Source: an optimization exercise on an open RTL-to-GDS flow (aim: small area, a short achievable clock period and few clock cycles per item). Production flows keep margins and buffers that such runs may drop. Function was checked by simulation only, so behaviour that the tests miss may differ from the original.

<file path="flow/design.v">
module atang(
	input             clk,
	input             load,       
	input      [11:0] x,
	input      [11:0] y,
	output     [31:0] z,
	output            done        
    );
	reg  [32:0] xr;              
	reg  [34:0] rr;              
	reg  [31:0] zr;
	reg  [31:1] t;               
	reg  [16:0] oh;              
	reg         dn;              
	wire d = rr[34];             
	wire dx = ~dn;
	reg  [29:0] a;
	wire [29:0] anext = ({30{oh[0]}} & 30'h1C128E80) |
	                    ({30{oh[1]}} & 30'h0E400224) |
	                    ({30{oh[2]}} & 30'h0727154C) |
	                    ({30{oh[3]}} & 30'h03946F29) |
	                    ({30{oh[4]}} & 30'h01CA5435) |
	                    ({30{oh[5]}} & 30'h00E52D8D) |
	                    ({30{oh[6]}} & 30'h007296C6) |
	                    ({30{~t[7]}} & {1'b0, a[29:1]});
	wire [32:0] xmask;
	assign xmask[0] = 1'b0;
	assign xmask[1] = t[1];
	assign xmask[2] = t[2];
	assign xmask[3] = t[3];
	assign xmask[4] = t[4];
	assign xmask[5] = t[5];
	assign xmask[6] = t[6];
	assign xmask[7] = t[7];
	assign xmask[8] = t[8];
	assign xmask[9] = t[9];
	assign xmask[10] = t[10];
	assign xmask[11] = t[11];
	assign xmask[12] = t[12];
	assign xmask[13] = t[13];
	assign xmask[14] = t[14];
	assign xmask[15] = t[15];
	assign xmask[16] = t[16];
	assign xmask[17] = t[17];
	assign xmask[18] = t[18];
	assign xmask[19] = t[19];
	assign xmask[20] = t[20];
	assign xmask[21] = t[21];
	assign xmask[22] = t[22];
	assign xmask[23] = t[23];
	assign xmask[24] = t[24];
	assign xmask[25] = t[25];
	assign xmask[26] = t[26];
	assign xmask[27] = t[27];
	assign xmask[28] = t[28];
	assign xmask[29] = t[29];
	assign xmask[30] = t[30];
	assign xmask[32:31] = 2'b11;
	wire [32:0] xm = xr & xmask;
	wire [32:0] ysh;
	assign ysh[0] = (oh[0] & rr[1]) | (oh[1] & rr[3]) | (oh[2] & rr[5]) | (oh[3] & rr[7]) | (oh[4] & rr[9]) | (oh[5] & rr[11]) | (oh[6] & rr[13]) | (oh[7] & rr[15]) | (oh[8] & rr[17]) | (oh[9] & rr[19]) | (oh[10] & rr[21]) | (oh[11] & rr[23]) | (oh[12] & rr[25]) | (oh[13] & rr[27]) | (oh[14] & rr[29]) | (oh[15] & rr[31]) | (oh[16] & rr[33]) | (rr[34] & ~t[17]);
	assign ysh[1] = (oh[0] & rr[2]) | (oh[1] & rr[4]) | (oh[2] & rr[6]) | (oh[3] & rr[8]) | (oh[4] & rr[10]) | (oh[5] & rr[12]) | (oh[6] & rr[14]) | (oh[7] & rr[16]) | (oh[8] & rr[18]) | (oh[9] & rr[20]) | (oh[10] & rr[22]) | (oh[11] & rr[24]) | (oh[12] & rr[26]) | (oh[13] & rr[28]) | (oh[14] & rr[30]) | (oh[15] & rr[32]) | (rr[34] & ~t[16]);
	assign ysh[2] = (oh[0] & rr[3]) | (oh[1] & rr[5]) | (oh[2] & rr[7]) | (oh[3] & rr[9]) | (oh[4] & rr[11]) | (oh[5] & rr[13]) | (oh[6] & rr[15]) | (oh[7] & rr[17]) | (oh[8] & rr[19]) | (oh[9] & rr[21]) | (oh[10] & rr[23]) | (oh[11] & rr[25]) | (oh[12] & rr[27]) | (oh[13] & rr[29]) | (oh[14] & rr[31]) | (oh[15] & rr[33]) | (rr[34] & ~t[16]);
	assign ysh[3] = (oh[0] & rr[4]) | (oh[1] & rr[6]) | (oh[2] & rr[8]) | (oh[3] & rr[10]) | (oh[4] & rr[12]) | (oh[5] & rr[14]) | (oh[6] & rr[16]) | (oh[7] & rr[18]) | (oh[8] & rr[20]) | (oh[9] & rr[22]) | (oh[10] & rr[24]) | (oh[11] & rr[26]) | (oh[12] & rr[28]) | (oh[13] & rr[30]) | (oh[14] & rr[32]) | (rr[34] & ~t[15]);
	assign ysh[4] = (oh[0] & rr[5]) | (oh[1] & rr[7]) | (oh[2] & rr[9]) | (oh[3] & rr[11]) | (oh[4] & rr[13]) | (oh[5] & rr[15]) | (oh[6] & rr[17]) | (oh[7] & rr[19]) | (oh[8] & rr[21]) | (oh[9] & rr[23]) | (oh[10] & rr[25]) | (oh[11] & rr[27]) | (oh[12] & rr[29]) | (oh[13] & rr[31]) | (oh[14] & rr[33]) | (rr[34] & ~t[15]);
	assign ysh[5] = (oh[0] & rr[6]) | (oh[1] & rr[8]) | (oh[2] & rr[10]) | (oh[3] & rr[12]) | (oh[4] & rr[14]) | (oh[5] & rr[16]) | (oh[6] & rr[18]) | (oh[7] & rr[20]) | (oh[8] & rr[22]) | (oh[9] & rr[24]) | (oh[10] & rr[26]) | (oh[11] & rr[28]) | (oh[12] & rr[30]) | (oh[13] & rr[32]) | (rr[34] & ~t[14]);
	assign ysh[6] = (oh[0] & rr[7]) | (oh[1] & rr[9]) | (oh[2] & rr[11]) | (oh[3] & rr[13]) | (oh[4] & rr[15]) | (oh[5] & rr[17]) | (oh[6] & rr[19]) | (oh[7] & rr[21]) | (oh[8] & rr[23]) | (oh[9] & rr[25]) | (oh[10] & rr[27]) | (oh[11] & rr[29]) | (oh[12] & rr[31]) | (oh[13] & rr[33]) | (rr[34] & ~t[14]);
	assign ysh[7] = (oh[0] & rr[8]) | (oh[1] & rr[10]) | (oh[2] & rr[12]) | (oh[3] & rr[14]) | (oh[4] & rr[16]) | (oh[5] & rr[18]) | (oh[6] & rr[20]) | (oh[7] & rr[22]) | (oh[8] & rr[24]) | (oh[9] & rr[26]) | (oh[10] & rr[28]) | (oh[11] & rr[30]) | (oh[12] & rr[32]) | (rr[34] & ~t[13]);
	assign ysh[8] = (oh[0] & rr[9]) | (oh[1] & rr[11]) | (oh[2] & rr[13]) | (oh[3] & rr[15]) | (oh[4] & rr[17]) | (oh[5] & rr[19]) | (oh[6] & rr[21]) | (oh[7] & rr[23]) | (oh[8] & rr[25]) | (oh[9] & rr[27]) | (oh[10] & rr[29]) | (oh[11] & rr[31]) | (oh[12] & rr[33]) | (rr[34] & ~t[13]);
	assign ysh[9] = (oh[0] & rr[10]) | (oh[1] & rr[12]) | (oh[2] & rr[14]) | (oh[3] & rr[16]) | (oh[4] & rr[18]) | (oh[5] & rr[20]) | (oh[6] & rr[22]) | (oh[7] & rr[24]) | (oh[8] & rr[26]) | (oh[9] & rr[28]) | (oh[10] & rr[30]) | (oh[11] & rr[32]) | (rr[34] & ~t[12]);
	assign ysh[10] = (oh[0] & rr[11]) | (oh[1] & rr[13]) | (oh[2] & rr[15]) | (oh[3] & rr[17]) | (oh[4] & rr[19]) | (oh[5] & rr[21]) | (oh[6] & rr[23]) | (oh[7] & rr[25]) | (oh[8] & rr[27]) | (oh[9] & rr[29]) | (oh[10] & rr[31]) | (oh[11] & rr[33]) | (rr[34] & ~t[12]);
	assign ysh[11] = (oh[0] & rr[12]) | (oh[1] & rr[14]) | (oh[2] & rr[16]) | (oh[3] & rr[18]) | (oh[4] & rr[20]) | (oh[5] & rr[22]) | (oh[6] & rr[24]) | (oh[7] & rr[26]) | (oh[8] & rr[28]) | (oh[9] & rr[30]) | (oh[10] & rr[32]) | (rr[34] & ~t[11]);
	assign ysh[12] = (oh[0] & rr[13]) | (oh[1] & rr[15]) | (oh[2] & rr[17]) | (oh[3] & rr[19]) | (oh[4] & rr[21]) | (oh[5] & rr[23]) | (oh[6] & rr[25]) | (oh[7] & rr[27]) | (oh[8] & rr[29]) | (oh[9] & rr[31]) | (oh[10] & rr[33]) | (rr[34] & ~t[11]);
	assign ysh[13] = (oh[0] & rr[14]) | (oh[1] & rr[16]) | (oh[2] & rr[18]) | (oh[3] & rr[20]) | (oh[4] & rr[22]) | (oh[5] & rr[24]) | (oh[6] & rr[26]) | (oh[7] & rr[28]) | (oh[8] & rr[30]) | (oh[9] & rr[32]) | (rr[34] & ~t[10]);
	assign ysh[14] = (oh[0] & rr[15]) | (oh[1] & rr[17]) | (oh[2] & rr[19]) | (oh[3] & rr[21]) | (oh[4] & rr[23]) | (oh[5] & rr[25]) | (oh[6] & rr[27]) | (oh[7] & rr[29]) | (oh[8] & rr[31]) | (oh[9] & rr[33]) | (rr[34] & ~t[10]);
	assign ysh[15] = (oh[0] & rr[16]) | (oh[1] & rr[18]) | (oh[2] & rr[20]) | (oh[3] & rr[22]) | (oh[4] & rr[24]) | (oh[5] & rr[26]) | (oh[6] & rr[28]) | (oh[7] & rr[30]) | (oh[8] & rr[32]) | (rr[34] & ~t[9]);
	assign ysh[16] = (oh[0] & rr[17]) | (oh[1] & rr[19]) | (oh[2] & rr[21]) | (oh[3] & rr[23]) | (oh[4] & rr[25]) | (oh[5] & rr[27]) | (oh[6] & rr[29]) | (oh[7] & rr[31]) | (oh[8] & rr[33]) | (rr[34] & ~t[9]);
	assign ysh[17] = (oh[0] & rr[18]) | (oh[1] & rr[20]) | (oh[2] & rr[22]) | (oh[3] & rr[24]) | (oh[4] & rr[26]) | (oh[5] & rr[28]) | (oh[6] & rr[30]) | (oh[7] & rr[32]) | (rr[34] & ~t[8]);
	assign ysh[18] = (oh[0] & rr[19]) | (oh[1] & rr[21]) | (oh[2] & rr[23]) | (oh[3] & rr[25]) | (oh[4] & rr[27]) | (oh[5] & rr[29]) | (oh[6] & rr[31]) | (oh[7] & rr[33]) | (rr[34] & ~t[8]);
	assign ysh[19] = (oh[0] & rr[20]) | (oh[1] & rr[22]) | (oh[2] & rr[24]) | (oh[3] & rr[26]) | (oh[4] & rr[28]) | (oh[5] & rr[30]) | (oh[6] & rr[32]) | (rr[34] & ~t[7]);
	assign ysh[20] = (oh[0] & rr[21]) | (oh[1] & rr[23]) | (oh[2] & rr[25]) | (oh[3] & rr[27]) | (oh[4] & rr[29]) | (oh[5] & rr[31]) | (oh[6] & rr[33]) | (rr[34] & ~t[7]);
	assign ysh[21] = (oh[0] & rr[22]) | (oh[1] & rr[24]) | (oh[2] & rr[26]) | (oh[3] & rr[28]) | (oh[4] & rr[30]) | (oh[5] & rr[32]) | (rr[34] & ~t[6]);
	assign ysh[22] = (oh[0] & rr[23]) | (oh[1] & rr[25]) | (oh[2] & rr[27]) | (oh[3] & rr[29]) | (oh[4] & rr[31]) | (oh[5] & rr[33]) | (rr[34] & ~t[6]);
	assign ysh[23] = (oh[0] & rr[24]) | (oh[1] & rr[26]) | (oh[2] & rr[28]) | (oh[3] & rr[30]) | (oh[4] & rr[32]) | (rr[34] & ~t[5]);
	assign ysh[24] = (oh[0] & rr[25]) | (oh[1] & rr[27]) | (oh[2] & rr[29]) | (oh[3] & rr[31]) | (oh[4] & rr[33]) | (rr[34] & ~t[5]);
	assign ysh[25] = (oh[0] & rr[26]) | (oh[1] & rr[28]) | (oh[2] & rr[30]) | (oh[3] & rr[32]) | (rr[34] & ~t[4]);
	assign ysh[26] = (oh[0] & rr[27]) | (oh[1] & rr[29]) | (oh[2] & rr[31]) | (oh[3] & rr[33]) | (rr[34] & ~t[4]);
	assign ysh[27] = (oh[0] & rr[28]) | (oh[1] & rr[30]) | (oh[2] & rr[32]) | (rr[34] & ~t[3]);
	assign ysh[28] = (oh[0] & rr[29]) | (oh[1] & rr[31]) | (oh[2] & rr[33]) | (rr[34] & ~t[3]);
	assign ysh[29] = (oh[0] & rr[30]) | (oh[1] & rr[32]) | (rr[34] & ~t[2]);
	assign ysh[30] = (oh[0] & rr[31]) | (oh[1] & rr[33]) | (rr[34] & ~t[2]);
	assign ysh[31] = (oh[0] & rr[32]) | (rr[34] & ~t[1]);
	assign ysh[32] = (oh[0] & rr[33]) | (rr[34] & ~t[1]);
	wire [34:0] rnext;
	wire [32:0] xnext;
	wire [31:0] znext;
	add35 radd(.a({rr[33:0], 1'b0}), .b({2'b00, xm} ^ {35{~d}}), .ci(~d), .s(rnext));
	add33 xadd(.a(xr), .b(ysh ^ {33{dx}}), .ci(dx), .s(xnext));
	add32 zadd(.a(zr), .b({2'b00, a} ^ {32{dx}}), .ci(dx), .s(znext));
	wire [12:0] xy_sum, xy_dif;
	add13 sadd(.a({1'b0, x}), .b({1'b0, y}), .ci(1'b0), .s(xy_sum));
	add13 dadd(.a({1'b0, y}), .b(~{1'b0, x}), .ci(1'b1), .s(xy_dif));
	always @(posedge clk) begin
		t <= load ? 31'h7fffffff : {t[30:1], 1'b0};
		oh <= load ? 17'd1 : {oh[15:0], 1'b0};
		a <= load ? 30'h35214E63 : anext;
		dn <= load ? ~xy_dif[12] : ~rnext[34];
		if (load) begin
			xr <= {1'b0, xy_sum, 19'b0};
			rr <= {{3{xy_dif[12]}}, xy_dif, 19'b0};
			zr <= 32'h5A000000;
		end else begin
			xr <= xnext;
			rr <= rnext;
			zr <= znext;
		end
	end
	wire [14:0] zl = zr[14:0] ^ {15{dn}};
	assign done = ~|a[29:14] & (zl >= {a[13:0], 1'b0});
	assign z = zr;
endmodule
module add35(input [34:0] a, input [34:0] b, input ci, output [34:0] s);
	wire [34:0] p0 = a ^ b;
	wire [34:0] g0 = a & b;
	wire gc0 = g0[0] | (p0[0] & ci);
	wire gn1 = g0[1] | (p0[1] & gc0);
	wire gn2 = g0[3] | (p0[3] & g0[2]);
	wire pn2 = p0[3] & p0[2];
	wire gn3 = g0[5] | (p0[5] & g0[4]);
	wire pn3 = p0[5] & p0[4];
	wire gn4 = g0[7] | (p0[7] & g0[6]);
	wire pn4 = p0[7] & p0[6];
	wire gn5 = g0[9] | (p0[9] & g0[8]);
	wire pn5 = p0[9] & p0[8];
	wire gn6 = g0[11] | (p0[11] & g0[10]);
	wire pn6 = p0[11] & p0[10];
	wire gn7 = g0[13] | (p0[13] & g0[12]);
	wire pn7 = p0[13] & p0[12];
	wire gn8 = g0[15] | (p0[15] & g0[14]);
	wire pn8 = p0[15] & p0[14];
	wire gn9 = g0[17] | (p0[17] & g0[16]);
	wire pn9 = p0[17] & p0[16];
	wire gn10 = g0[19] | (p0[19] & g0[18]);
	wire pn10 = p0[19] & p0[18];
	wire gn11 = g0[21] | (p0[21] & g0[20]);
	wire pn11 = p0[21] & p0[20];
	wire gn12 = g0[23] | (p0[23] & g0[22]);
	wire pn12 = p0[23] & p0[22];
	wire gn13 = g0[25] | (p0[25] & g0[24]);
	wire pn13 = p0[25] & p0[24];
	wire gn14 = g0[27] | (p0[27] & g0[26]);
	wire pn14 = p0[27] & p0[26];
	wire gn15 = g0[29] | (p0[29] & g0[28]);
	wire pn15 = p0[29] & p0[28];
	wire gn16 = g0[31] | (p0[31] & g0[30]);
	wire pn16 = p0[31] & p0[30];
	wire gn17 = g0[33] | (p0[33] & g0[32]);
	wire pn17 = p0[33] & p0[32];
	wire gn18 = g0[2] | (p0[2] & gn1);
	wire gn19 = gn2 | (pn2 & gn1);
	wire gn20 = g0[6] | (p0[6] & gn3);
	wire pn20 = p0[6] & pn3;
	wire gn21 = gn4 | (pn4 & gn3);
	wire pn21 = pn4 & pn3;
	wire gn22 = g0[10] | (p0[10] & gn5);
	wire pn22 = p0[10] & pn5;
	wire gn23 = gn6 | (pn6 & gn5);
	wire pn23 = pn6 & pn5;
	wire gn24 = g0[14] | (p0[14] & gn7);
	wire pn24 = p0[14] & pn7;
	wire gn25 = gn8 | (pn8 & gn7);
	wire pn25 = pn8 & pn7;
	wire gn26 = g0[18] | (p0[18] & gn9);
	wire pn26 = p0[18] & pn9;
	wire gn27 = gn10 | (pn10 & gn9);
	wire pn27 = pn10 & pn9;
	wire gn28 = g0[22] | (p0[22] & gn11);
	wire pn28 = p0[22] & pn11;
	wire gn29 = gn12 | (pn12 & gn11);
	wire pn29 = pn12 & pn11;
	wire gn30 = g0[26] | (p0[26] & gn13);
	wire pn30 = p0[26] & pn13;
	wire gn31 = gn14 | (pn14 & gn13);
	wire pn31 = pn14 & pn13;
	wire gn32 = g0[30] | (p0[30] & gn15);
	wire pn32 = p0[30] & pn15;
	wire gn33 = gn16 | (pn16 & gn15);
	wire pn33 = pn16 & pn15;
	wire gn34 = g0[34] | (p0[34] & gn17);
	wire pn34 = p0[34] & pn17;
	wire gn35 = g0[4] | (p0[4] & gn19);
	wire gn36 = gn3 | (pn3 & gn19);
	wire gn37 = gn20 | (pn20 & gn19);
	wire gn38 = gn21 | (pn21 & gn19);
	wire gn39 = g0[12] | (p0[12] & gn23);
	wire pn39 = p0[12] & pn23;
	wire gn40 = gn7 | (pn7 & gn23);
	wire pn40 = pn7 & pn23;
	wire gn41 = gn24 | (pn24 & gn23);
	wire pn41 = pn24 & pn23;
	wire gn42 = gn25 | (pn25 & gn23);
	wire pn42 = pn25 & pn23;
	wire gn43 = g0[20] | (p0[20] & gn27);
	wire pn43 = p0[20] & pn27;
	wire gn44 = gn11 | (pn11 & gn27);
	wire pn44 = pn11 & pn27;
	wire gn45 = gn28 | (pn28 & gn27);
	wire pn45 = pn28 & pn27;
	wire gn46 = gn29 | (pn29 & gn27);
	wire pn46 = pn29 & pn27;
	wire gn47 = g0[28] | (p0[28] & gn31);
	wire pn47 = p0[28] & pn31;
	wire gn48 = gn15 | (pn15 & gn31);
	wire pn48 = pn15 & pn31;
	wire gn49 = gn32 | (pn32 & gn31);
	wire pn49 = pn32 & pn31;
	wire gn50 = gn33 | (pn33 & gn31);
	wire pn50 = pn33 & pn31;
	wire gn51 = g0[8] | (p0[8] & gn38);
	wire gn52 = gn5 | (pn5 & gn38);
	wire gn53 = gn22 | (pn22 & gn38);
	wire gn54 = gn23 | (pn23 & gn38);
	wire gn55 = gn39 | (pn39 & gn38);
	wire gn56 = gn40 | (pn40 & gn38);
	wire gn57 = gn41 | (pn41 & gn38);
	wire gn58 = gn42 | (pn42 & gn38);
	wire gn59 = g0[24] | (p0[24] & gn46);
	wire pn59 = p0[24] & pn46;
	wire gn60 = gn13 | (pn13 & gn46);
	wire pn60 = pn13 & pn46;
	wire gn61 = gn30 | (pn30 & gn46);
	wire pn61 = pn30 & pn46;
	wire gn62 = gn31 | (pn31 & gn46);
	wire pn62 = pn31 & pn46;
	wire gn63 = gn47 | (pn47 & gn46);
	wire pn63 = pn47 & pn46;
	wire gn64 = gn48 | (pn48 & gn46);
	wire pn64 = pn48 & pn46;
	wire gn65 = gn49 | (pn49 & gn46);
	wire pn65 = pn49 & pn46;
	wire gn66 = gn50 | (pn50 & gn46);
	wire pn66 = pn50 & pn46;
	wire gn67 = g0[16] | (p0[16] & gn58);
	wire gn68 = gn9 | (pn9 & gn58);
	wire gn69 = gn26 | (pn26 & gn58);
	wire gn70 = gn27 | (pn27 & gn58);
	wire gn71 = gn43 | (pn43 & gn58);
	wire gn72 = gn44 | (pn44 & gn58);
	wire gn73 = gn45 | (pn45 & gn58);
	wire gn74 = gn46 | (pn46 & gn58);
	wire gn75 = gn59 | (pn59 & gn58);
	wire gn76 = gn60 | (pn60 & gn58);
	wire gn77 = gn61 | (pn61 & gn58);
	wire gn78 = gn62 | (pn62 & gn58);
	wire gn79 = gn63 | (pn63 & gn58);
	wire gn80 = gn64 | (pn64 & gn58);
	wire gn81 = gn65 | (pn65 & gn58);
	wire gn82 = gn66 | (pn66 & gn58);
	wire gn83 = g0[32] | (p0[32] & gn82);
	wire gn84 = gn17 | (pn17 & gn82);
	wire gn85 = gn34 | (pn34 & gn82);
	wire [34:0] c;
	assign c[0] = ci;
	assign c[1] = gc0;
	assign c[2] = gn1;
	assign c[3] = gn18;
	assign c[4] = gn19;
	assign c[5] = gn35;
	assign c[6] = gn36;
	assign c[7] = gn37;
	assign c[8] = gn38;
	assign c[9] = gn51;
	assign c[10] = gn52;
	assign c[11] = gn53;
	assign c[12] = gn54;
	assign c[13] = gn55;
	assign c[14] = gn56;
	assign c[15] = gn57;
	assign c[16] = gn58;
	assign c[17] = gn67;
	assign c[18] = gn68;
	assign c[19] = gn69;
	assign c[20] = gn70;
	assign c[21] = gn71;
	assign c[22] = gn72;
	assign c[23] = gn73;
	assign c[24] = gn74;
	assign c[25] = gn75;
	assign c[26] = gn76;
	assign c[27] = gn77;
	assign c[28] = gn78;
	assign c[29] = gn79;
	assign c[30] = gn80;
	assign c[31] = gn81;
	assign c[32] = gn82;
	assign c[33] = gn83;
	assign c[34] = gn84;
	assign s = p0 ^ c;
endmodule
module add33(input [32:0] a, input [32:0] b, input ci, output [32:0] s);
	wire [32:0] p0 = a ^ b;
	wire [32:0] g0 = a & b;
	wire gc0 = g0[0] | (p0[0] & ci);
	wire gn1 = g0[1] | (p0[1] & gc0);
	wire gn2 = g0[3] | (p0[3] & g0[2]);
	wire pn2 = p0[3] & p0[2];
	wire gn3 = g0[5] | (p0[5] & g0[4]);
	wire pn3 = p0[5] & p0[4];
	wire gn4 = g0[7] | (p0[7] & g0[6]);
	wire pn4 = p0[7] & p0[6];
	wire gn5 = g0[9] | (p0[9] & g0[8]);
	wire pn5 = p0[9] & p0[8];
	wire gn6 = g0[11] | (p0[11] & g0[10]);
	wire pn6 = p0[11] & p0[10];
	wire gn7 = g0[13] | (p0[13] & g0[12]);
	wire pn7 = p0[13] & p0[12];
	wire gn8 = g0[15] | (p0[15] & g0[14]);
	wire pn8 = p0[15] & p0[14];
	wire gn9 = g0[17] | (p0[17] & g0[16]);
	wire pn9 = p0[17] & p0[16];
	wire gn10 = g0[19] | (p0[19] & g0[18]);
	wire pn10 = p0[19] & p0[18];
	wire gn11 = g0[21] | (p0[21] & g0[20]);
	wire pn11 = p0[21] & p0[20];
	wire gn12 = g0[23] | (p0[23] & g0[22]);
	wire pn12 = p0[23] & p0[22];
	wire gn13 = g0[25] | (p0[25] & g0[24]);
	wire pn13 = p0[25] & p0[24];
	wire gn14 = g0[27] | (p0[27] & g0[26]);
	wire pn14 = p0[27] & p0[26];
	wire gn15 = g0[29] | (p0[29] & g0[28]);
	wire pn15 = p0[29] & p0[28];
	wire gn16 = g0[31] | (p0[31] & g0[30]);
	wire pn16 = p0[31] & p0[30];
	wire gn17 = g0[2] | (p0[2] & gn1);
	wire gn18 = gn2 | (pn2 & gn1);
	wire gn19 = g0[6] | (p0[6] & gn3);
	wire pn19 = p0[6] & pn3;
	wire gn20 = gn4 | (pn4 & gn3);
	wire pn20 = pn4 & pn3;
	wire gn21 = g0[10] | (p0[10] & gn5);
	wire pn21 = p0[10] & pn5;
	wire gn22 = gn6 | (pn6 & gn5);
	wire pn22 = pn6 & pn5;
	wire gn23 = g0[14] | (p0[14] & gn7);
	wire pn23 = p0[14] & pn7;
	wire gn24 = gn8 | (pn8 & gn7);
	wire pn24 = pn8 & pn7;
	wire gn25 = g0[18] | (p0[18] & gn9);
	wire pn25 = p0[18] & pn9;
	wire gn26 = gn10 | (pn10 & gn9);
	wire pn26 = pn10 & pn9;
	wire gn27 = g0[22] | (p0[22] & gn11);
	wire pn27 = p0[22] & pn11;
	wire gn28 = gn12 | (pn12 & gn11);
	wire pn28 = pn12 & pn11;
	wire gn29 = g0[26] | (p0[26] & gn13);
	wire pn29 = p0[26] & pn13;
	wire gn30 = gn14 | (pn14 & gn13);
	wire pn30 = pn14 & pn13;
	wire gn31 = g0[30] | (p0[30] & gn15);
	wire pn31 = p0[30] & pn15;
	wire gn32 = gn16 | (pn16 & gn15);
	wire pn32 = pn16 & pn15;
	wire gn33 = g0[4] | (p0[4] & gn18);
	wire gn34 = gn3 | (pn3 & gn18);
	wire gn35 = gn19 | (pn19 & gn18);
	wire gn36 = gn20 | (pn20 & gn18);
	wire gn37 = g0[12] | (p0[12] & gn22);
	wire pn37 = p0[12] & pn22;
	wire gn38 = gn7 | (pn7 & gn22);
	wire pn38 = pn7 & pn22;
	wire gn39 = gn23 | (pn23 & gn22);
	wire pn39 = pn23 & pn22;
	wire gn40 = gn24 | (pn24 & gn22);
	wire pn40 = pn24 & pn22;
	wire gn41 = g0[20] | (p0[20] & gn26);
	wire pn41 = p0[20] & pn26;
	wire gn42 = gn11 | (pn11 & gn26);
	wire pn42 = pn11 & pn26;
	wire gn43 = gn27 | (pn27 & gn26);
	wire pn43 = pn27 & pn26;
	wire gn44 = gn28 | (pn28 & gn26);
	wire pn44 = pn28 & pn26;
	wire gn45 = g0[28] | (p0[28] & gn30);
	wire pn45 = p0[28] & pn30;
	wire gn46 = gn15 | (pn15 & gn30);
	wire pn46 = pn15 & pn30;
	wire gn47 = gn31 | (pn31 & gn30);
	wire pn47 = pn31 & pn30;
	wire gn48 = gn32 | (pn32 & gn30);
	wire pn48 = pn32 & pn30;
	wire gn49 = g0[8] | (p0[8] & gn36);
	wire gn50 = gn5 | (pn5 & gn36);
	wire gn51 = gn21 | (pn21 & gn36);
	wire gn52 = gn22 | (pn22 & gn36);
	wire gn53 = gn37 | (pn37 & gn36);
	wire gn54 = gn38 | (pn38 & gn36);
	wire gn55 = gn39 | (pn39 & gn36);
	wire gn56 = gn40 | (pn40 & gn36);
	wire gn57 = g0[24] | (p0[24] & gn44);
	wire pn57 = p0[24] & pn44;
	wire gn58 = gn13 | (pn13 & gn44);
	wire pn58 = pn13 & pn44;
	wire gn59 = gn29 | (pn29 & gn44);
	wire pn59 = pn29 & pn44;
	wire gn60 = gn30 | (pn30 & gn44);
	wire pn60 = pn30 & pn44;
	wire gn61 = gn45 | (pn45 & gn44);
	wire pn61 = pn45 & pn44;
	wire gn62 = gn46 | (pn46 & gn44);
	wire pn62 = pn46 & pn44;
	wire gn63 = gn47 | (pn47 & gn44);
	wire pn63 = pn47 & pn44;
	wire gn64 = gn48 | (pn48 & gn44);
	wire pn64 = pn48 & pn44;
	wire gn65 = g0[16] | (p0[16] & gn56);
	wire gn66 = gn9 | (pn9 & gn56);
	wire gn67 = gn25 | (pn25 & gn56);
	wire gn68 = gn26 | (pn26 & gn56);
	wire gn69 = gn41 | (pn41 & gn56);
	wire gn70 = gn42 | (pn42 & gn56);
	wire gn71 = gn43 | (pn43 & gn56);
	wire gn72 = gn44 | (pn44 & gn56);
	wire gn73 = gn57 | (pn57 & gn56);
	wire gn74 = gn58 | (pn58 & gn56);
	wire gn75 = gn59 | (pn59 & gn56);
	wire gn76 = gn60 | (pn60 & gn56);
	wire gn77 = gn61 | (pn61 & gn56);
	wire gn78 = gn62 | (pn62 & gn56);
	wire gn79 = gn63 | (pn63 & gn56);
	wire gn80 = gn64 | (pn64 & gn56);
	wire gn81 = g0[32] | (p0[32] & gn80);
	wire [32:0] c;
	assign c[0] = ci;
	assign c[1] = gc0;
	assign c[2] = gn1;
	assign c[3] = gn17;
	assign c[4] = gn18;
	assign c[5] = gn33;
	assign c[6] = gn34;
	assign c[7] = gn35;
	assign c[8] = gn36;
	assign c[9] = gn49;
	assign c[10] = gn50;
	assign c[11] = gn51;
	assign c[12] = gn52;
	assign c[13] = gn53;
	assign c[14] = gn54;
	assign c[15] = gn55;
	assign c[16] = gn56;
	assign c[17] = gn65;
	assign c[18] = gn66;
	assign c[19] = gn67;
	assign c[20] = gn68;
	assign c[21] = gn69;
	assign c[22] = gn70;
	assign c[23] = gn71;
	assign c[24] = gn72;
	assign c[25] = gn73;
	assign c[26] = gn74;
	assign c[27] = gn75;
	assign c[28] = gn76;
	assign c[29] = gn77;
	assign c[30] = gn78;
	assign c[31] = gn79;
	assign c[32] = gn80;
	assign s = p0 ^ c;
endmodule
module add32(input [31:0] a, input [31:0] b, input ci, output [31:0] s);
	wire [31:0] p0 = a ^ b;
	wire [31:0] g0 = a & b;
	wire gc0 = g0[0] | (p0[0] & ci);
	wire gn1 = g0[1] | (p0[1] & gc0);
	wire gn2 = g0[3] | (p0[3] & g0[2]);
	wire pn2 = p0[3] & p0[2];
	wire gn3 = g0[5] | (p0[5] & g0[4]);
	wire pn3 = p0[5] & p0[4];
	wire gn4 = g0[7] | (p0[7] & g0[6]);
	wire pn4 = p0[7] & p0[6];
	wire gn5 = g0[9] | (p0[9] & g0[8]);
	wire pn5 = p0[9] & p0[8];
	wire gn6 = g0[11] | (p0[11] & g0[10]);
	wire pn6 = p0[11] & p0[10];
	wire gn7 = g0[13] | (p0[13] & g0[12]);
	wire pn7 = p0[13] & p0[12];
	wire gn8 = g0[15] | (p0[15] & g0[14]);
	wire pn8 = p0[15] & p0[14];
	wire gn9 = g0[17] | (p0[17] & g0[16]);
	wire pn9 = p0[17] & p0[16];
	wire gn10 = g0[19] | (p0[19] & g0[18]);
	wire pn10 = p0[19] & p0[18];
	wire gn11 = g0[21] | (p0[21] & g0[20]);
	wire pn11 = p0[21] & p0[20];
	wire gn12 = g0[23] | (p0[23] & g0[22]);
	wire pn12 = p0[23] & p0[22];
	wire gn13 = g0[25] | (p0[25] & g0[24]);
	wire pn13 = p0[25] & p0[24];
	wire gn14 = g0[27] | (p0[27] & g0[26]);
	wire pn14 = p0[27] & p0[26];
	wire gn15 = g0[29] | (p0[29] & g0[28]);
	wire pn15 = p0[29] & p0[28];
	wire gn16 = g0[31] | (p0[31] & g0[30]);
	wire pn16 = p0[31] & p0[30];
	wire gn17 = g0[2] | (p0[2] & gn1);
	wire gn18 = gn2 | (pn2 & gn1);
	wire gn19 = g0[6] | (p0[6] & gn3);
	wire pn19 = p0[6] & pn3;
	wire gn20 = gn4 | (pn4 & gn3);
	wire pn20 = pn4 & pn3;
	wire gn21 = g0[10] | (p0[10] & gn5);
	wire pn21 = p0[10] & pn5;
	wire gn22 = gn6 | (pn6 & gn5);
	wire pn22 = pn6 & pn5;
	wire gn23 = g0[14] | (p0[14] & gn7);
	wire pn23 = p0[14] & pn7;
	wire gn24 = gn8 | (pn8 & gn7);
	wire pn24 = pn8 & pn7;
	wire gn25 = g0[18] | (p0[18] & gn9);
	wire pn25 = p0[18] & pn9;
	wire gn26 = gn10 | (pn10 & gn9);
	wire pn26 = pn10 & pn9;
	wire gn27 = g0[22] | (p0[22] & gn11);
	wire pn27 = p0[22] & pn11;
	wire gn28 = gn12 | (pn12 & gn11);
	wire pn28 = pn12 & pn11;
	wire gn29 = g0[26] | (p0[26] & gn13);
	wire pn29 = p0[26] & pn13;
	wire gn30 = gn14 | (pn14 & gn13);
	wire pn30 = pn14 & pn13;
	wire gn31 = g0[30] | (p0[30] & gn15);
	wire pn31 = p0[30] & pn15;
	wire gn32 = gn16 | (pn16 & gn15);
	wire pn32 = pn16 & pn15;
	wire gn33 = g0[4] | (p0[4] & gn18);
	wire gn34 = gn3 | (pn3 & gn18);
	wire gn35 = gn19 | (pn19 & gn18);
	wire gn36 = gn20 | (pn20 & gn18);
	wire gn37 = g0[12] | (p0[12] & gn22);
	wire pn37 = p0[12] & pn22;
	wire gn38 = gn7 | (pn7 & gn22);
	wire pn38 = pn7 & pn22;
	wire gn39 = gn23 | (pn23 & gn22);
	wire pn39 = pn23 & pn22;
	wire gn40 = gn24 | (pn24 & gn22);
	wire pn40 = pn24 & pn22;
	wire gn41 = g0[20] | (p0[20] & gn26);
	wire pn41 = p0[20] & pn26;
	wire gn42 = gn11 | (pn11 & gn26);
	wire pn42 = pn11 & pn26;
	wire gn43 = gn27 | (pn27 & gn26);
	wire pn43 = pn27 & pn26;
	wire gn44 = gn28 | (pn28 & gn26);
	wire pn44 = pn28 & pn26;
	wire gn45 = g0[28] | (p0[28] & gn30);
	wire pn45 = p0[28] & pn30;
	wire gn46 = gn15 | (pn15 & gn30);
	wire pn46 = pn15 & pn30;
	wire gn47 = gn31 | (pn31 & gn30);
	wire pn47 = pn31 & pn30;
	wire gn48 = gn32 | (pn32 & gn30);
	wire pn48 = pn32 & pn30;
	wire gn49 = g0[8] | (p0[8] & gn36);
	wire gn50 = gn5 | (pn5 & gn36);
	wire gn51 = gn21 | (pn21 & gn36);
	wire gn52 = gn22 | (pn22 & gn36);
	wire gn53 = gn37 | (pn37 & gn36);
	wire gn54 = gn38 | (pn38 & gn36);
	wire gn55 = gn39 | (pn39 & gn36);
	wire gn56 = gn40 | (pn40 & gn36);
	wire gn57 = g0[24] | (p0[24] & gn44);
	wire pn57 = p0[24] & pn44;
	wire gn58 = gn13 | (pn13 & gn44);
	wire pn58 = pn13 & pn44;
	wire gn59 = gn29 | (pn29 & gn44);
	wire pn59 = pn29 & pn44;
	wire gn60 = gn30 | (pn30 & gn44);
	wire pn60 = pn30 & pn44;
	wire gn61 = gn45 | (pn45 & gn44);
	wire pn61 = pn45 & pn44;
	wire gn62 = gn46 | (pn46 & gn44);
	wire pn62 = pn46 & pn44;
	wire gn63 = gn47 | (pn47 & gn44);
	wire pn63 = pn47 & pn44;
	wire gn64 = gn48 | (pn48 & gn44);
	wire pn64 = pn48 & pn44;
	wire gn65 = g0[16] | (p0[16] & gn56);
	wire gn66 = gn9 | (pn9 & gn56);
	wire gn67 = gn25 | (pn25 & gn56);
	wire gn68 = gn26 | (pn26 & gn56);
	wire gn69 = gn41 | (pn41 & gn56);
	wire gn70 = gn42 | (pn42 & gn56);
	wire gn71 = gn43 | (pn43 & gn56);
	wire gn72 = gn44 | (pn44 & gn56);
	wire gn73 = gn57 | (pn57 & gn56);
	wire gn74 = gn58 | (pn58 & gn56);
	wire gn75 = gn59 | (pn59 & gn56);
	wire gn76 = gn60 | (pn60 & gn56);
	wire gn77 = gn61 | (pn61 & gn56);
	wire gn78 = gn62 | (pn62 & gn56);
	wire gn79 = gn63 | (pn63 & gn56);
	wire gn80 = gn64 | (pn64 & gn56);
	wire [31:0] c;
	assign c[0] = ci;
	assign c[1] = gc0;
	assign c[2] = gn1;
	assign c[3] = gn17;
	assign c[4] = gn18;
	assign c[5] = gn33;
	assign c[6] = gn34;
	assign c[7] = gn35;
	assign c[8] = gn36;
	assign c[9] = gn49;
	assign c[10] = gn50;
	assign c[11] = gn51;
	assign c[12] = gn52;
	assign c[13] = gn53;
	assign c[14] = gn54;
	assign c[15] = gn55;
	assign c[16] = gn56;
	assign c[17] = gn65;
	assign c[18] = gn66;
	assign c[19] = gn67;
	assign c[20] = gn68;
	assign c[21] = gn69;
	assign c[22] = gn70;
	assign c[23] = gn71;
	assign c[24] = gn72;
	assign c[25] = gn73;
	assign c[26] = gn74;
	assign c[27] = gn75;
	assign c[28] = gn76;
	assign c[29] = gn77;
	assign c[30] = gn78;
	assign c[31] = gn79;
	assign s = p0 ^ c;
endmodule
module add13(input [12:0] a, input [12:0] b, input ci, output [12:0] s);
	wire [12:0] p0 = a ^ b;
	wire [12:0] g0 = a & b;
	wire gc0 = g0[0] | (p0[0] & ci);
	wire gn1 = g0[1] | (p0[1] & gc0);
	wire gn2 = g0[3] | (p0[3] & g0[2]);
	wire pn2 = p0[3] & p0[2];
	wire gn3 = g0[5] | (p0[5] & g0[4]);
	wire pn3 = p0[5] & p0[4];
	wire gn4 = g0[7] | (p0[7] & g0[6]);
	wire pn4 = p0[7] & p0[6];
	wire gn5 = g0[9] | (p0[9] & g0[8]);
	wire pn5 = p0[9] & p0[8];
	wire gn6 = g0[11] | (p0[11] & g0[10]);
	wire pn6 = p0[11] & p0[10];
	wire gn7 = g0[2] | (p0[2] & gn1);
	wire gn8 = gn2 | (pn2 & gn1);
	wire gn9 = g0[6] | (p0[6] & gn3);
	wire pn9 = p0[6] & pn3;
	wire gn10 = gn4 | (pn4 & gn3);
	wire pn10 = pn4 & pn3;
	wire gn11 = g0[10] | (p0[10] & gn5);
	wire pn11 = p0[10] & pn5;
	wire gn12 = gn6 | (pn6 & gn5);
	wire pn12 = pn6 & pn5;
	wire gn13 = g0[4] | (p0[4] & gn8);
	wire gn14 = gn3 | (pn3 & gn8);
	wire gn15 = gn9 | (pn9 & gn8);
	wire gn16 = gn10 | (pn10 & gn8);
	wire gn17 = g0[12] | (p0[12] & gn12);
	wire pn17 = p0[12] & pn12;
	wire gn18 = g0[8] | (p0[8] & gn16);
	wire gn19 = gn5 | (pn5 & gn16);
	wire gn20 = gn11 | (pn11 & gn16);
	wire gn21 = gn12 | (pn12 & gn16);
	wire gn22 = gn17 | (pn17 & gn16);
	wire [12:0] c;
	assign c[0] = ci;
	assign c[1] = gc0;
	assign c[2] = gn1;
	assign c[3] = gn7;
	assign c[4] = gn8;
	assign c[5] = gn13;
	assign c[6] = gn14;
	assign c[7] = gn15;
	assign c[8] = gn16;
	assign c[9] = gn18;
	assign c[10] = gn19;
	assign c[11] = gn20;
	assign c[12] = gn21;
	assign s = p0 ^ c;
endmodule
module conv_dec_ascii(
	input  [16:0] d_in,
	output [20:0] digits     
    );
	wire [6:0] i = d_in[16:10];
	wire [9:0] f = d_in[9:0];
	wire [13:0] m1 = {1'b0, f, 3'b0} + {3'b0, f, 1'b0};
	wire [13:0] m2 = {1'b0, m1[9:0], 3'b0} + {3'b0, m1[9:0], 1'b0};
	wire [13:0] m3 = {1'b0, m2[9:0], 3'b0} + {3'b0, m2[9:0], 1'b0};
	wire [3:0] qh = m1[13:10];
	wire [3:0] qt = m2[13:10];
	wire [3:0] qo = m3[13:10];
	wire [3:0] it = (i >= 7'd120) ? 4'd12 : (i >= 7'd110) ? 4'd11 : (i >= 7'd100) ? 4'd10 :
	                (i >= 7'd90) ? 4'd9 : (i >= 7'd80) ? 4'd8 : (i >= 7'd70) ? 4'd7 :
	                (i >= 7'd60) ? 4'd6 : (i >= 7'd50) ? 4'd5 : (i >= 7'd40) ? 4'd4 :
	                (i >= 7'd30) ? 4'd3 : (i >= 7'd20) ? 4'd2 : (i >= 7'd10) ? 4'd1 : 4'd0;
	wire [6:0] io = i - {it, 3'b0} - {2'b0, it, 1'b0};
	wire       ih = it[3] & (it[2] | it[1]);
	wire [8:0] ti = {ih, ih ? it - 4'd10 : it, io[3:0]};
	assign digits = {ti, qh, qt, qo};
endmodule
module CRC(
	input  [20:0] digits,    
	output [7:0]  crc
    );
	function [7:0] crc8;
		input [47:0] m;
		integer k;
		reg [7:0] c;
		reg fb;
		begin
			c = 8'h80;
			for (k = 47; k >= 0; k = k - 1) begin
				fb = c[7] ^ m[k];
				c = {c[6:0], 1'b0} ^ (fb ? 8'h31 : 8'h00);
			end
			crc8 = c;
		end
	endfunction
	wire [47:0] text = {7'b0011000, digits[20], 4'h3, digits[19:16], 4'h3, digits[15:12],
	                    4'h3, digits[11:8], 4'h3, digits[7:4], 4'h3, digits[3:0]};
	assign crc = crc8(text);
endmodule
module angle_frame(
	input clk,
	input rst,
	input start,
	input [11:0] x,
	input [11:0] y,
	output [55:0] frame,
	output frame_valid
    );
	reg        busy;
	reg        valid;
	reg  [20:0] dig;
	reg  [7:0]  crc_hi;          
	wire [31:0] z;
	wire [20:0] dig_next;
	wire [7:0]  crc_hi_next, crc_lo, crc_0;
	wire        done;
	atang Arctg_alg(.clk(clk), .load(start), .x(x), .y(y), .z(z), .done(done));
	conv_dec_ascii Conversie(.d_in(z[31:15]), .digits(dig_next));
	CRC crc_a(.digits({dig_next[20:4], 4'd0}), .crc(crc_hi_next));
	CRC crc_b(.digits({17'd0, dig[3:0]}), .crc(crc_lo));
	CRC crc_c(.digits(21'd0), .crc(crc_0));
	wire last = done;
	always @(posedge clk) begin
		dig <= dig_next;
		crc_hi <= crc_hi_next;
		if (rst) begin
			busy  <= 1'b0;
			valid <= 1'b0;
		end else begin
			busy  <= start | (busy & ~last);
			valid <= busy & last;
		end
	end
	assign frame = {7'b0011000, dig[20], 4'h3, dig[19:16], 4'h3, dig[15:12],
	                4'h3, dig[11:8], 4'h3, dig[7:4], 4'h3, dig[3:0],
	                crc_hi ^ crc_lo ^ crc_0};
	assign frame_valid = valid;
endmodule
</file>
<file path="flow/flow/resynth.abc">
strash
dch
map -B 0.2
topo
stime -c
upsize -c
dnsize -c
</file>
<file path="flow/config.mk">
export PLATFORM = sky130hd
export DESIGN_NAME = angle_frame
export DESIGN_NICKNAME = angle_frame
export VERILOG_FILES = /design/flow/design.v
export SDC_FILE = /design/flow/constraint.sdc
export NUM_CORES = 8
export LEC_CHECK = 0
export CAP_MARGIN = 20
export CORE_MARGIN = 2
export CORE_UTILIZATION = 40
export CTS_BUF_LIST = sky130_fd_sc_hd__clkbuf_16
export CTS_CLUSTER_DIAMETER = 80
export CTS_CLUSTER_SIZE = 24
export SETUP_SLACK_MARGIN = 4.4
export SLEW_MARGIN = 20
export SYNTH_MEMORY_MAX_BITS = 65536
</file>
<file path="flow/flow/run.sh">
#!/bin/bash
# Layout flow: the standard synthesis, then the combinational logic
# (everything but the flip-flops, which keep their names and cells) is
# re-mapped by ABC with an area-recovering script; then the standard
# layout from the netlist, with sky130_fd_sc_hd__buf_2 port buffers.
# Every tool's output goes to a log file in this folder.
set -euo pipefail
bash standard.sh synth > flow_synth.log 2>&1
R=orfs/results/sky130hd/angle_frame/base
cp $R/1_2_yosys.v $R/1_2_yosys_standard.v
LIB=$FLOW_HOME/platforms/sky130hd/lib/sky130_fd_sc_hd__tt_025C_1v80.lib
sed -e "s#@IN@#$R/1_2_yosys_standard.v#" -e "s#@OUT@#$R/1_2_yosys.v#" \
    -e "s#@LIB@#$LIB#g" -e "s#@ABC@#flow/resynth.abc#" flow/resynth.ys > resynth.ys
yosys -l yosys_resynth.log -q resynth.ys > /dev/null 2>&1
bash standard.sh BUFFER_PORTS_ARGS="-buffer_cell sky130_fd_sc_hd__buf_2" finish > flow_finish.log 2>&1
</file>
<file path="flow/constraint.sdc">
create_clock -name core_clock -period 8.0 [get_ports {clk}]
set_input_delay 1.6000 -clock core_clock [delete_from_list [all_inputs] [get_ports {clk}]]
set_output_delay 1.6000 -clock core_clock [all_outputs]
set_load 0.01 [all_outputs]
</file>
<file path="flow/flow/resynth.ys">
read_liberty -overwrite -ignore_miss_func @LIB@
read_verilog -overwrite @IN@
hierarchy -top angle_frame
setattr -mod -set keep_hierarchy 1 sky130_fd_sc_hd__df*
flatten
opt_clean
abc -script @ABC@ -liberty @LIB@ -dont_use sky130_fd_sc_hd__lpflow_bleeder_1 -dont_use sky130_fd_sc_hd__lpflow_clkbufkapwr_1 -dont_use sky130_fd_sc_hd__lpflow_clkbufkapwr_16 -dont_use sky130_fd_sc_hd__lpflow_clkbufkapwr_2 -dont_use sky130_fd_sc_hd__lpflow_clkbufkapwr_4 -dont_use sky130_fd_sc_hd__lpflow_clkbufkapwr_8 -dont_use sky130_fd_sc_hd__lpflow_clkinvkapwr_1 -dont_use sky130_fd_sc_hd__lpflow_clkinvkapwr_16 -dont_use sky130_fd_sc_hd__lpflow_clkinvkapwr_2 -dont_use sky130_fd_sc_hd__lpflow_clkinvkapwr_4 -dont_use sky130_fd_sc_hd__lpflow_clkinvkapwr_8 -dont_use sky130_fd_sc_hd__lpflow_decapkapwr_12 -dont_use sky130_fd_sc_hd__lpflow_decapkapwr_3 -dont_use sky130_fd_sc_hd__lpflow_decapkapwr_4 -dont_use sky130_fd_sc_hd__lpflow_decapkapwr_6 -dont_use sky130_fd_sc_hd__lpflow_decapkapwr_8 -dont_use sky130_fd_sc_hd__lpflow_inputiso0n_1 -dont_use sky130_fd_sc_hd__lpflow_inputiso0p_1 -dont_use sky130_fd_sc_hd__lpflow_inputiso1n_1 -dont_use sky130_fd_sc_hd__lpflow_inputiso1p_1 -dont_use sky130_fd_sc_hd__lpflow_inputisolatch_1 -dont_use sky130_fd_sc_hd__lpflow_isobufsrc_1 -dont_use sky130_fd_sc_hd__lpflow_isobufsrc_16 -dont_use sky130_fd_sc_hd__lpflow_isobufsrc_2 -dont_use sky130_fd_sc_hd__lpflow_isobufsrc_4 -dont_use sky130_fd_sc_hd__lpflow_isobufsrc_8 -dont_use sky130_fd_sc_hd__lpflow_isobufsrckapwr_16 -dont_use sky130_fd_sc_hd__lpflow_lsbuf_lh_hl_isowell_tap_1 -dont_use sky130_fd_sc_hd__lpflow_lsbuf_lh_hl_isowell_tap_2 -dont_use sky130_fd_sc_hd__lpflow_lsbuf_lh_hl_isowell_tap_4 -dont_use sky130_fd_sc_hd__lpflow_lsbuf_lh_isowell_4 -dont_use sky130_fd_sc_hd__lpflow_lsbuf_lh_isowell_tap_1 -dont_use sky130_fd_sc_hd__lpflow_lsbuf_lh_isowell_tap_2 -dont_use sky130_fd_sc_hd__lpflow_lsbuf_lh_isowell_tap_4 -dont_use sky130_fd_sc_hd__probe_p_8 -dont_use sky130_fd_sc_hd__probec_p_8 
opt_clean -purge
hilomap -singleton -hicell sky130_fd_sc_hd__conb_1 HI -locell sky130_fd_sc_hd__conb_1 LO
setundef -zero
splitnets
opt_clean -purge
stat -liberty @LIB@
delete =sky130_fd_sc_hd__*
write_verilog -noattr -noexpr -nohex -nodec @OUT@
</file>
<file path="flow/standard.sh">
#!/bin/bash
# synth_recipe.tcl (not shown) runs the flow's synth.tcl, then flattens the netlist and writes it again
# the make line also repeats each setting of config.mk as NAME=value (left out here)
make -C /OpenROAD-flow-scripts/flow DESIGN_CONFIG=/design/flow/config.mk WORK_HOME=/design/flow/orfs CLKGATE_MAP_FILE= SYNTH_SCRIPT=/design/flow/synth_recipe.tcl "${@:-finish}"
</file>
==> flow_summary.json, run 1 <==
{
  "slowest_stage": "dfxtp_2",
  "finalClockSkew_ns": 0.0219,
  "syn_area_mm2": 0.0159,
  "drc": 0,
  "rsz0062_at_grt": "false",
  "cpPeakStageDelay_ns": 0.69,
  "path_clk_slew_ns": 0.09,
  "timing.final.crit_share": 0.422,
  "vias_per_cell": 5.48,
  "cts_buffer_depth": 3,
  "die_x_um": 203,
  "hold_viol_final": 0,
  "layout_commonest_cell": "nand2_1",
  "syn_to_final_growth_pct": 11.9,
  "worstPathMaxFanout": 20,
  "tightest_slew_ns": 0.824,
  "holdWs_ns": 0.441,
  "clkSinkCount": 207,
  "grt_use_total": 0.244,
  "setup_ws_ns": 4.63,
  "rows": 72,
  "synthCells": 2473,
  "yosys_warnings": 3,
  "routedWlPerCell_um": 16.3,
  "grt_pass1_vias": 16288,
  "postSynthAreaPerCell_um2": 6.41,
  "final_cell_mix": "nand2_1, nor2_1, clkinv_1",
  "dr.pass1.iters": 6,
  "cts_max_level": 1,
  "pre_cts_ws_ns": 3.94,
  "crit_chain": "inv_2, o22ai_1, nor3_1, nand3_1, nand2_1, nand2_1, nand2_1, nand4_1, nand2_2, nand2_2, nand3_2, a31oi_4, o21bai_4, nand3_2, nand3_1, a21oi_1, nor2_1",
  "diodes": 0,
  "die-height_um": 203,
  "antenna_found_initial": 0,
  "cp_data_arrival_time_ns": 3.80,
  "start_util": 0.407,
  "utilization": 0.456,
  "detail-route-antenna-nets": 0,
  "min_period_ns": 3.37,
  "critPathKind": "reg2reg",
  "io_buffers": 56,
  "drt-total-wl_mm": 50.7,
  "grt_max_degree": 97,
  "finalMaxSlewViolations": 0,
  "max_freq_ghz": 0.296,
  "cp.required_ns": 8.43,
  "core-area_mm2": 0.0389,
  "crit_buf_inv": 1,
  "crit_top_cell": "nand2_1",
  "outcome": "finished clean",
  "vias": 17088,
  "hold_class": "reg2reg",
  "grt-ovfl-total": 0,
  "setup_tns_ns": 0,
  "start_kind": "flip-flop",
  "cts_buffers": 18,
  "setup_viol": 0,
  "clk-insertion-delay-late_ns": 0.53,
  "nets": 2615,
  "gp_congestion": 0.932,
  "relSlewSlack": 0.450,
  "num_io_pins": 84,
  "cts_tree": "done",
  "cap_violations": 0,
  "hpwl_mm": 36.6,
  "cp_top_family": "simple AND/OR/NAND/NOR gates",
  "grt_pass1_wl_mm": 82.5,
  "cts_root_buffer": "clkbuf_16",
  "fp.dieArea_mm2": 0.0412,
  "first_iter_violations": 1329,
  "drive_above_1_share": 0.122,
  "crit_path_end_kind": "flip-flop"
}
## metal layers
metal	up-vias	track usage	part of all wire
li1	8565	-	-
met1	7702	0.307	0.43
met2	642	0.409	0.45
met3	179	0.0409	0.073
met4	0	0.111	0.050
met5	-	0	0
## per-stage QoR
stage	instances	instance area, um^2
finish	3116	17700
global route	3116	17700
CTS	3107	17500
detailed placement	3077	16900
global placement	3077	16900
floorplan	2498	16000
## flip-flops by register name, summed over array words and instances (netlist names)
register      count
Arctg_alg.rr     34
Arctg_alg.xr     33
Arctg_alg.zr     32
Arctg_alg.a      30
Arctg_alg.t      30
dig              21
Arctg_alg.oh     16
crc_hi            8
Arctg_alg.dn      1
busy              1
valid             1
## area by class of cell
type / instances / area, um^2
sequential: 207 / 4190
multi-input combinational: 1995 / 10700
inverter: 295 / 1180
clock inverter: 11 / 116
fill: 4072 / 21200
tap: 518 / 648
clock buffer: 19 / 475
timing repair buffer: 71 / 452
## final timing paths
check / endpoint / slack (ns) / cells after the start / startpoint
worst min register to register: Arctg_alg.t[26]$_SDFF_PP1_ / 0.44 / 1 / Arctg_alg.t[25]$_SDFF_PP1_
worst max register to register: Arctg_alg.xr[31]$_DFF_P_ / 4.63 / 17 / Arctg_alg.oh[6]$_SDFF_PP0_
worst min-delay path: Arctg_alg.t[26]$_SDFF_PP1_ / 0.44 / 1 / Arctg_alg.t[25]$_SDFF_PP1_
worst max-delay path: Arctg_alg.xr[31]$_DFF_P_ / 4.63 / 17 / Arctg_alg.oh[6]$_SDFF_PP0_
## worst register-to-register path, stage by stage (launching register included)
cell	delay, ns
dfxtp_2	0.69
inv_2	0.27
o22ai_1	0.31
nor3_1	0.12
nand3_1	0.08
nand2_1	0.07
nand2_1	0.07
nand2_1	0.13
nand4_1	0.16
nand2_2	0.09
nand2_2	0.20
nand3_2	0.23
a31oi_4	0.26
o21bai_4	0.10
nand3_2	0.13
nand3_1	0.12
a21oi_1	0.17
nor2_1	0.06
## what timing repair did
action | 4_1_cts | 5_1_grt
pin swaps | 0 | 13
buffers inserted | 0 | 9
resized for setup | 7 | 50
hold buffers | 0 | 0
setup endpoints to repair | 34 | 44
Testbench counts, summed over its fixed seeds: cycles 159,356, frames 8,000.
==> run 2: changes to the inputs <==
--- a/flow/config.mk
+++ b/flow/config.mk
@@ -12,5 +12,5 @@
 export CTS_CLUSTER_DIAMETER = 80
 export CTS_CLUSTER_SIZE = 24
-export SETUP_SLACK_MARGIN = 4.4
+export SETUP_SLACK_MARGIN = 4.85
 export SLEW_MARGIN = 20
 export SYNTH_MEMORY_MAX_BITS = 65536
==> flow_summary.json, run 2 <==
{
  "setup_tns_ns": 0,
  "fp.dieArea_mm2": 0.0412,
  "grt_use_total": 0.252,
  "nets": 2677,
  "detail-route-antenna-nets": 0,
  "cap_violations": 0,
  "hpwl_mm": 37.4,
  "finalMaxSlewViolations": 0,
  "syn_to_final_growth_pct": 19.3,
  "grt_max_degree": 97,
  "rsz0062_at_grt": "true",
  "diodes": 0,
  "layout_commonest_cell": "nand2_1",
  "grt_pass1_vias": 16544,
  "reg_top3": "Arctg_alg.rr x34, Arctg_alg.xr x33, Arctg_alg.zr x32",
  "cts_root_buffer": "clkbuf_16",
  "r2r_slack_ns": 4.92,
  "gp_congestion": 0.955,
  "drive_above_1_share": 0.180,
  "timing.final.crit_share": 0.418,
  "drt-total-wl_mm": 53.5,
  "grt_pass1_wl_mm": 84.7,
  "finalClockSkew_ns": 0.0283,
  "grt-ovfl-total": 0,
  "rows": 72,
  "max_freq_ghz": 0.299,
  "relSlewSlack": 0.389,
  "yosys_warnings": 3,
  "area.sequential_mm2": 0.00426,
  "cts_tree": "done",
  "critPathKind": "in2reg",
  "ctsHoldBuffers": 0,
  "cts_buffers": 19,
  "hold_class": "reg2reg",
  "slowest_stage": "o211ai_1",
  "antenna_found_initial": 0,
  "cp_data_arrival_time_ns": 3.76,
  "drc": 0,
  "cts_max_level": 1,
  "worstHoldStart": "Arctg_alg.t[26]$_SDFF_PP1_",
  "start_util": 0.407,
  "dr.pass1.iters": 6,
  "worstPathMaxFanout": 3,
  "vias": 17389,
  "hold-path-cell-count": 1,
  "final_cell_mix": "nand2_1, nor2_1, clkinv_1",
  "reg2reg_from": "Arctg_alg.rr[20]$_DFF_P_",
  "postSynthAreaPerCell_um2": 6.41,
  "crit_chain": "buf_12, nor2_4, a21oi_4, o21ai_2, nor2_2, nor2_2, nor2_2, nor2_2, nor2_2, o21ai_1, o21ai_1, nand2_1, o21ai_2, o211ai_1, nand2_1, nand2_2, a41oi_2, nand2_1, nor2_1",
  "routedWlPerCell_um": 16.8,
  "die-height_um": 203,
  "reg2reg_to": "Arctg_alg.xr[31]$_DFF_P_",
  "core-area_mm2": 0.0389,
  "cpPeakStageDelay_ns": 0.26,
  "cp.required_ns": 8.41,
  "tightest_slew_ns": 0.909,
  "clkSinkCount": 207,
  "crit_top_cell": "nor2_2",
  "syn_area_mm2": 0.0159,
  "min_period_ns": 3.34,
  "rr_worst_depth": 15,
  "path_clk_slew_ns": 0.07,
  "crit_path_end_kind": "flip-flop",
  "hold_viol_final": 0,
  "num_io_pins": 84,
  "die_x_um": 203,
  "clk-insertion-delay-late_ns": 0.54,
  "outcome": "finished clean",
  "multi_input_area_mm2": 0.0110,
  "start_kind": "primary input",
  "fillCellCount": 4049,
  "vias_per_cell": 5.47,
  "top_register": "Arctg_alg.rr",
  "cts_buffer_depth": 3,
  "first_iter_violations": 1330,
  "min_to": "Arctg_alg.t[27]$_SDFF_PP1_",
  "largest_reg_flops": 34,
  "setup_viol": 0,
  "io_buffers": 56,
  "synthCells": 2473
}
[run 2: area by class of cell]
cell class | count | share of cell area
Multi-Input combinational cell | 1995 | 0.582
Sequential cell | 207 | 0.225
Clock inverter | 14 | 0.00853
Clock buffer | 19 | 0.0251
Timing Repair inverter | 1 | 0.000595
Inverter | 295 | 0.0658
Timing Repair Buffer | 131 | 0.0583
Tap cell | 518 | 0.0343
[run 2: metal layers]
layer | vias to the layer above | GRT usage | wire [um]
met1 | 7943 | 0.313 | 22800
li1 | 8697 | - | -
met2 | 596 | 0.442 | 25000
met4 | 0 | 0.103 | 2320
met3 | 153 | 0.0302 | 3380
met5 | - | 0 | 0
[run 2: stage by stage]
step           setup slack, ns   util  std cells  instance area, um^2  hold WS [ns]
2_1_floorplan             4.58      -       2498                16100         0.415
3_3_place_gp              3.92  0.438       3079                17100         0.416
3_5_place_dp              3.86  0.438       3079                17100         0.421
4_1_cts                   4.69  0.469       3151                18200         0.437
5_1_grt                   4.46  0.486       3180                18900         0.452
6_report                  4.66  0.486       3180                18900         0.438
[run 2: how the worst max path moves through the flow]
| stage | from | end | slack [ns] |
|---|---|---|---|
| 2_1_floorplan | y[1] | Arctg_alg.rr[31]$_DFF_P_ | 4.58 |
| 3_3_place_gp | y[1] | Arctg_alg.rr[31]$_DFF_P_ | 3.92 |
| 3_5_place_dp | y[1] | Arctg_alg.rr[33]$_DFF_P_ | 3.86 |
| 4_1_cts | x[1] | Arctg_alg.xr[31]$_DFF_P_ | 4.69 |
| 5_1_grt | x[1] | Arctg_alg.xr[31]$_DFF_P_ | 4.46 |
| 6_report | x[1] | Arctg_alg.xr[31]$_DFF_P_ | 4.66 |
[run 2: worst max-delay path, delay by kind of cell]
| family | cells | cell delay [ns] |
|---|---|---|
| AO/OA/AOI/OAI | 7 | 0.97 |
| buffers and inverters | 1 | 0.11 |
| AND/OR/NAND/NOR | 11 | 1.07 |
[run 2: repair_timing]
item                       CTS  global route
pin swaps                   17            33
gates cloned                 0             3
resized for setup           80           132
buffers inserted            39            26
setup endpoints to repair   77            54
==> run 3: changes to the inputs <==
--- a/flow/config.mk
+++ b/flow/config.mk
@@ -12,5 +12,5 @@
 export CTS_CLUSTER_DIAMETER = 80
 export CTS_CLUSTER_SIZE = 24
-export SETUP_SLACK_MARGIN = 4.85
+export SETUP_SLACK_MARGIN = 5.0
 export SLEW_MARGIN = 20
 export SYNTH_MEMORY_MAX_BITS = 65536
==> flow_summary.json, run 3 <==
{
  "outcome": "finished clean",
  "reg_top3": "Arctg_alg.rr x34, Arctg_alg.xr x33, Arctg_alg.zr x32",
  "drc": 0,
  "detail-route-antenna-nets": 0,
  "setup_viol": 0,
  "drive_above_1_share": 0.198,
  "grt_pass1_wl_mm": 84.6,
  "largest_reg_flops": 34,
  "grt_busiest_layer": "met2",
  "diodes": 0,
  "rsz0062_at_grt": "true",
  "vias": 17559,
  "path_clk_slew_ns": 0.08,
  "cp_data_arrival_time_ns": 3.70,
  "first_iter_violations": 1288,
  "cts_max_level": 1,
  "min_to": "Arctg_alg.t[19]$_SDFF_PP1_",
  "grt_pass1_vias": 16503,
  "hold-path-cell-count": 1,
  "crit_path_end_kind": "flip-flop",
  "worstPathMaxFanout": 5,
  "routedWlPerCell_um": 17.0,
  "min_period_ns": 3.27,
  "rows": 72,
  "setup_ws_ns": 4.73,
  "dr.pass1.iters": 8,
  "gp_congestion": 0.951,
  "grt_max_degree": 97,
  "finalClockSkew_ns": 0.0179,
  "top_register": "Arctg_alg.rr",
  "layout_commonest_cell": "nand2_1",
  "grt_use_met3": 0.0329,
  "timing.final.crit_share": 0.409,
  "vias_per_cell": 5.48,
  "cts_tree": "done",
  "antenna_found_initial": 0,
  "core-area_mm2": 0.0389,
  "hold_class": "reg2reg",
  "fillCellCount": 3926,
  "clk-insertion-delay-late_ns": 0.54,
  "ctsHoldBuffers": 0,
  "utilization": 0.499,
  "finalMaxSlewViolations": 0,
  "syn_area_mm2": 0.0159,
  "start_kind": "primary input",
  "reg2reg_from": "Arctg_alg.rr[31]$_DFF_P_",
  "reg2reg_to": "Arctg_alg.xr[30]$_DFF_P_",
  "grt-ovfl-total": 0,
  "syn_to_final_growth_pct": 22.5,
  "die-height_um": 203,
  "hold_viol_final": 0,
  "io_buffers": 56,
  "cp.required_ns": 8.43,
  "start_util": 0.407,
  "die_x_um": 203,
  "nets": 2700,
  "tightest_slew_ns": 0.832,
  "worstHoldStart": "Arctg_alg.t[18]$_SDFF_PP1_",
  "postSynthAreaPerCell_um2": 6.41,
  "rr_worst_depth": 17,
  "critPathKind": "in2reg",
  "grt.met1_usage": 0.313,
  "yosys_warnings": 3,
  "fp.dieArea_mm2": 0.0412,
  "cts_buffers": 19,
  "final_cell_mix": "nand2_1, nor2_1, clkinv_1",
  "grt_use_total": 0.253,
  "drt-total-wl_mm": 54.6,
  "max_freq_ghz": 0.306,
  "cap_violations": 0,
  "r2r_slack_ns": 4.94,
  "num_io_pins": 84,
  "holdWs_ns": 0.441,
  "relSlewSlack": 0.445,
  "cts_root_buffer": "clkbuf_16",
  "hpwl_mm": 36.9,
  "grt_use_met2": 0.438,
  "setup_tns_ns": 0,
  "clkSinkCount": 207,
  "synthCells": 2473,
  "pre_cts_ws_ns": 3.90,
  "cts_buffer_depth": 3
}
run 3: how the worst max path moves through the flow:
stage                     startpoint                        to  slack, ns
after detailed placement        y[1]  Arctg_alg.rr[31]$_DFF_P_       3.90
after floorplan                 y[1]  Arctg_alg.rr[31]$_DFF_P_       4.60
after CTS                       y[1]  Arctg_alg.xr[29]$_DFF_P_       4.65
final                           x[1]  Arctg_alg.xr[31]$_DFF_P_       4.73
after global placement          y[1]  Arctg_alg.rr[31]$_DFF_P_       3.95
after global routing            x[1]  Arctg_alg.xr[29]$_DFF_P_       4.49
run 3: repair_timing:
action,4_1_cts,5_1_grt
pin swaps,40,55
gates resized for setup,114,156
endpoints found under the setup margin,91,62
cloned,1,4
buffers inserted,41,45
run 3: final cells by class:
class                           count  area [um^2]  area share
Tap cell                          518          648      0.0334
Multi-Input combinational cell   1995        11300       0.581
Clock inverter                     15          149     0.00767
Inverter                          295         1220      0.0629
Timing Repair inverter              1         11.3    0.000580
Timing Repair Buffer              154         1360      0.0702
Clock buffer                       19          475      0.0245
Sequential cell                   207         4260       0.219
run 3: metrics by stage:
step | std cells | cell area (um^2)
4_1_cts | 3155 | 18400
3_3_place_gp | 3079 | 17100
2_1_floorplan | 2498 | 16100
5_1_grt | 3204 | 19400
6_report | 3204 | 19400
3_5_place_dp | 3079 | 17100
run 3: layer usage:
metal | share of wire | wire [um]
met5 | 0 | 0
met4 | 0.045 | 2460
met3 | 0.062 | 3370
met2 | 0.47 | 25500
met1 | 0.43 | 23300
run 3: worst max-delay path, stage by stage:
cell and delay (ns):
buf_12 0.12, nor2_4 0.12, a21oi_4 0.04, o21ai_2 0.16, nor2_2 0.07, nor2_2 0.14
nor2_2 0.07, nor2_2 0.14, nor2_2 0.06, o21ai_2 0.15, o21ai_2 0.10, nand2_2 0.11
o21ai_4 0.08, o211ai_1 0.25, nand2_1 0.13, nand2_2 0.11, a41oi_2 0.12, nand2_1 0.10
nor2_1 0.04

## static timing again, ports no longer ideal
In the flow no input, the clock included, has a driving cell. The finished layouts below were timed again as built, in two steps. Step 1 sets driving cells, clkbuf_16 on the clock port and buf_2 on the other inputs (assumed; they add their load-dependent delay and slew). Step 2 adds t to the input delays and takes it off the output delays; t is the mean of the earliest and latest rising clock arrival at the registers after step 1. Input paths then give back, and output paths get back, about the clock's delay inside the block. Three values: ideal, step 1, step 2; two values: the first two.
| run | t, ns | setup slack, ns | hold WS [ns] | cell pins on the clock port's net |
|---|---|---|---|---|
| run 1 | 0.581 | 4.627 / 4.627 / 4.130 | 0.441 / 0.441 / 0.441 | 1 |
| run 2 | 0.583 | 4.655 / 4.668 / 4.085 | 0.438 / 0.438 / 0.438 | 1 |
| run 3 | 0.587 | 4.732 / 4.740 / 4.153 | 0.441 / 0.441 / 0.441 | 1 |
After both steps every run listed still meets setup and hold. For run 3, which loses most, drivers alone change the setup slack by +0.008 ns; drivers and shift together by -0.579 ns.
